From an optimization exercise on the open Yosys and OpenROAD flow, aimed at small area, a short achievable clock period and few clock cycles per item; shortcuts taken in it are not production practice.

== the baseline ==
==> module lpc_decoder, before the edit <==
module lpc_decoder(
			input wire ACLK,
			input wire ARESET_N,
			input wire[79:0] TDATA,
			input wire TVALID,
			output wire TREADY,
			input wire EN,
			input wire TUSER,
			input wire TLAST,
			output wire[15:0] OUT_DECODED,
			output wire OUT_VALID,
			input wire OUT_READY,
			output wire OUT_LAST,
			output wire OUT_USER
		);
	integer i, j;
	reg [7:0] rm, cm;
	always @(*) begin
		for (i = 0; i < 8; i = i + 1)
			rm[i] = ^TDATA[8*i +: 8] ^ TDATA[64+i];
		for (j = 0; j < 8; j = j + 1) begin
			cm[j] = TDATA[72+j];
			for (i = 0; i < 8; i = i + 1)
				cm[j] = cm[j] ^ TDATA[8*i+j];
		end
	end
	reg        rdy;        
	reg [3:0]  kh;         
	reg [63:0] r_d;
	reg        r_en, r_user, r_last;
	reg [7:0]  y_rm, y_cm;
	reg [15:0] o_d;
	reg        o_v, o_user, o_last;
	wire acc    = rdy;                         
	wire o_free = ~o_v | OUT_READY;
	wire r_busy = |kh;                         
	wire mv     = r_busy & o_free;             
	wire byp    = acc & o_free;                
	wire r_busy_n = acc | (mv ? |kh[2:0] : r_busy);
	reg [7:0] rh, ch;
	always @(*) begin
		for (i = 0; i < 8; i = i + 1) begin
			rh[i] = y_rm[i] & ~|(y_rm >> (i+1));
			ch[i] = y_cm[i] & ~|(y_cm >> (i+1));
		end
	end
	wire [15:0] beat   = {16{acc}} & TDATA[15:0] | {16{kh[0]}} & r_d[15:0] |
	                     {16{kh[1]}} & r_d[31:16] | {16{kh[2]}} & r_d[47:32] |
	                     {16{kh[3]}} & r_d[63:48];
	wire [1:0]  rh_k   = {2{kh[0]}} & rh[1:0] | {2{kh[1]}} & rh[3:2] |
	                     {2{kh[2]}} & rh[5:4] | {2{kh[3]}} & rh[7:6];
	wire [1:0]  sel    = {2{acc & EN}} & rh[1:0] | {2{r_en}} & rh_k;
	wire [15:0] beat_c = beat ^ {{8{sel[1]}} & ch, {8{sel[0]}} & ch};
	always @(posedge ACLK or negedge ARESET_N) begin
		if (~ARESET_N) begin
			kh     <= 4'd0;
			o_v    <= 1'b0;
		end else begin
			if (acc)
				kh <= byp ? 4'b0010 : 4'b0001;
			else if (mv)
				kh <= {kh[2:0], 1'b0};
			if (byp | mv)
				o_v <= 1'b1;
			else if (OUT_READY)
				o_v <= 1'b0;
		end
	end
	always @(posedge ACLK)
		rdy <= TVALID & ~acc & ~r_busy_n;
	always @(posedge ACLK) begin
		if (~r_busy_n) begin
			y_rm <= rm;
			y_cm <= cm;
		end
		if (acc) begin
			r_d    <= TDATA[63:0];
			r_en   <= EN;
			r_user <= TUSER;
			r_last <= TLAST;
		end
		if (byp | mv) begin
			o_d    <= {beat_c[7:0], beat_c[15:8]};
			o_user <= acc ? TUSER : kh[0] & r_user;
			o_last <= kh[3] & r_last;
		end
	end
	assign TREADY      = rdy;
	assign OUT_VALID   = o_v;
	assign OUT_DECODED = o_d;
	assign OUT_USER    = o_user;
	assign OUT_LAST    = o_last;
endmodule
export LEC_CHECK = 0
export CAP_MARGIN = 20
export CORE_MARGIN = 2
export CORE_UTILIZATION = 40
export SETUP_SLACK_MARGIN = 3.0
export SLEW_MARGIN = 20
create_clock -name core_clock -period 5.0 [get_ports {ACLK}]
standard.sh (not shown) runs the stock make flow with config.mk's settings and CLKGATE_MAP_FILE= SYNTH_SCRIPT=/design/flow/synth_recipe.tcl, a recipe that flattens the netlist after the stock synthesis.
==> flow/flow/run.sh <==
#!/bin/bash
# The standard layout (the standard.sh: ORFS synthesis to finish) with three
# changes: port buffers are buf_1 cells instead of the delay cells ORFS picks,
# clock tree synthesis adds no dummy loads, and it may use smaller clock buffers.
# Each make run writes its full output to a log file in this folder.
set -euo pipefail
here=$(pwd)
CTS="-sink_clustering_enable -repair_clock_nets -dont_use_dummy_load"
bash standard.sh \
  BUFFER_PORTS_ARGS="-buffer_cell sky130_fd_sc_hd__buf_1" \
  CTS_ARGS="$CTS" \
  finish > "$here/standard_make.log" 2>&1
Changes in the candidate relative to the baseline:
diff --git a/flow/design.v b/flow/design.v
--- a/flow/design.v
+++ b/flow/design.v
@@ -24,11 +24,27 @@
 				cm[j] = cm[j] ^ TDATA[8*i+j];
 		end
 	end
+	reg [7:0] y_rm, y_cm;
+	always @(posedge ACLK) begin
+		y_rm <= rm;
+		y_cm <= cm;
+	end
+	reg [7:0] rh, ch;
+	reg [2:0] rn, cn;
+	always @(*) begin
+		for (i = 0; i < 8; i = i + 1) begin
+			rh[i] = y_rm[i] & ~|(y_rm >> (i+1));
+			ch[i] = y_cm[i] & ~|(y_cm >> (i+1));
+		end
+		rn = {|rh[7:4], |{rh[7:6], rh[3:2]}, |{rh[7], rh[5], rh[3], rh[1]}};
+		cn = {|ch[7:4], |{ch[7:6], ch[3:2]}, |{ch[7], ch[5], ch[3], ch[1]}};
+	end
 	reg        rdy;        
 	reg [3:0]  kh;         
 	reg [63:0] r_d;
-	reg        r_en, r_user, r_last;
-	reg [7:0]  y_rm, y_cm;
+	reg        r_user, r_last;
+	reg        f_v;        
+	reg [2:0]  f_row, f_col;    
 	reg [15:0] o_d;
 	reg        o_v, o_user, o_last;
 	wire acc    = rdy;                         
@@ -37,20 +53,21 @@
 	wire mv     = r_busy & o_free;             
 	wire byp    = acc & o_free;                
 	wire r_busy_n = acc | (mv ? |kh[2:0] : r_busy);
-	reg [7:0] rh, ch;
-	always @(*) begin
-		for (i = 0; i < 8; i = i + 1) begin
-			rh[i] = y_rm[i] & ~|(y_rm >> (i+1));
-			ch[i] = y_cm[i] & ~|(y_cm >> (i+1));
-		end
-	end
 	wire [15:0] beat   = {16{acc}} & TDATA[15:0] | {16{kh[0]}} & r_d[15:0] |
 	                     {16{kh[1]}} & r_d[31:16] | {16{kh[2]}} & r_d[47:32] |
 	                     {16{kh[3]}} & r_d[63:48];
-	wire [1:0]  rh_k   = {2{kh[0]}} & rh[1:0] | {2{kh[1]}} & rh[3:2] |
-	                     {2{kh[2]}} & rh[5:4] | {2{kh[3]}} & rh[7:6];
-	wire [1:0]  sel    = {2{acc & EN}} & rh[1:0] | {2{r_en}} & rh_k;
-	wire [15:0] beat_c = beat ^ {{8{sel[1]}} & ch, {8{sel[0]}} & ch};
+	wire [1:0]  k      = {kh[3] | kh[2], kh[3] | kh[1]};
+	reg  [15:0] flip_y, flip_f, flip;
+	always @(*) begin
+		for (j = 0; j < 8; j = j + 1) begin
+			flip_y[j]   = EN & rh[0] & ch[j];
+			flip_y[8+j] = EN & rh[1] & ch[j];
+			flip_f[j]   = f_v & (f_row == {k, 1'b0}) & (f_col == j);
+			flip_f[8+j] = f_v & (f_row == {k, 1'b1}) & (f_col == j);
+		end
+		flip = acc ? flip_y : flip_f;
+	end
+	wire [15:0] beat_c = beat ^ flip;           
 	always @(posedge ACLK or negedge ARESET_N) begin
 		if (~ARESET_N) begin
 			kh     <= 4'd0;
@@ -69,15 +86,13 @@
 	always @(posedge ACLK)
 		rdy <= TVALID & ~acc & ~r_busy_n;
 	always @(posedge ACLK) begin
-		if (~r_busy_n) begin
-			y_rm <= rm;
-			y_cm <= cm;
-		end
 		if (acc) begin
 			r_d    <= TDATA[63:0];
-			r_en   <= EN;
 			r_user <= TUSER;
 			r_last <= TLAST;
+			f_v    <= EN & |y_rm & |y_cm;
+			f_row  <= rn;
+			f_col  <= cn;
 		end
 		if (byp | mv) begin
 			o_d    <= {beat_c[7:0], beat_c[15:8]};
[summary]
Diff the baseline..the candidate | number of I/O pins | unchanged
The baseline → the candidate: routing usage on met2 now smaller, final design area excluding fillers +2.1%, wire length of the first global-routing pass went up by 1.8%, synthesized area climbed 2.2%, number of global-route vias before repair rose about 2%.
Reported for the candidate and the baseline, total of endpoints with negative setup slack in the final report turned out identical to the last digit.
Re register-to-register path setup slack: the candidate and the baseline aren't equal, and the higher value belongs to the candidate.
Number of gates resized after CTS: the candidate vs the baseline down 9
Changes observed in the candidate relative to the baseline: relative area of clock buffers and inverters in the final design higher; post-layout net count higher.
No functional check of the RTL was part of any run of this note.

afterwards: timing with drivers on the ports:
The results above use ideal ports. As a check the final layouts listed here were re-extracted and re-timed, cells and wires unchanged.
Step 1 sets driving cells, clkbuf_16 on the clock port and buf_2 on the other inputs (assumed; they add their load-dependent delay and slew).
Step 2 also shifts input and output timing later by t, the mid clock arrival at the registers, as if the neighbouring blocks saw the same clock.
Slacks: ideal ports / drivers / drivers and shift; pairs: ideal ports / drivers.
run	t, ns	setup slack, ns	worst setup path after step 2
the baseline	0.370	2.974 / 2.974 / 2.724	input to register
the candidate	0.437	3.022 / 2.981 / 2.726	input to register
After both steps every run listed still meets setup and hold. For the candidate, which loses most, drivers alone change the setup slack by -0.041 ns; drivers and shift together by -0.296 ns.
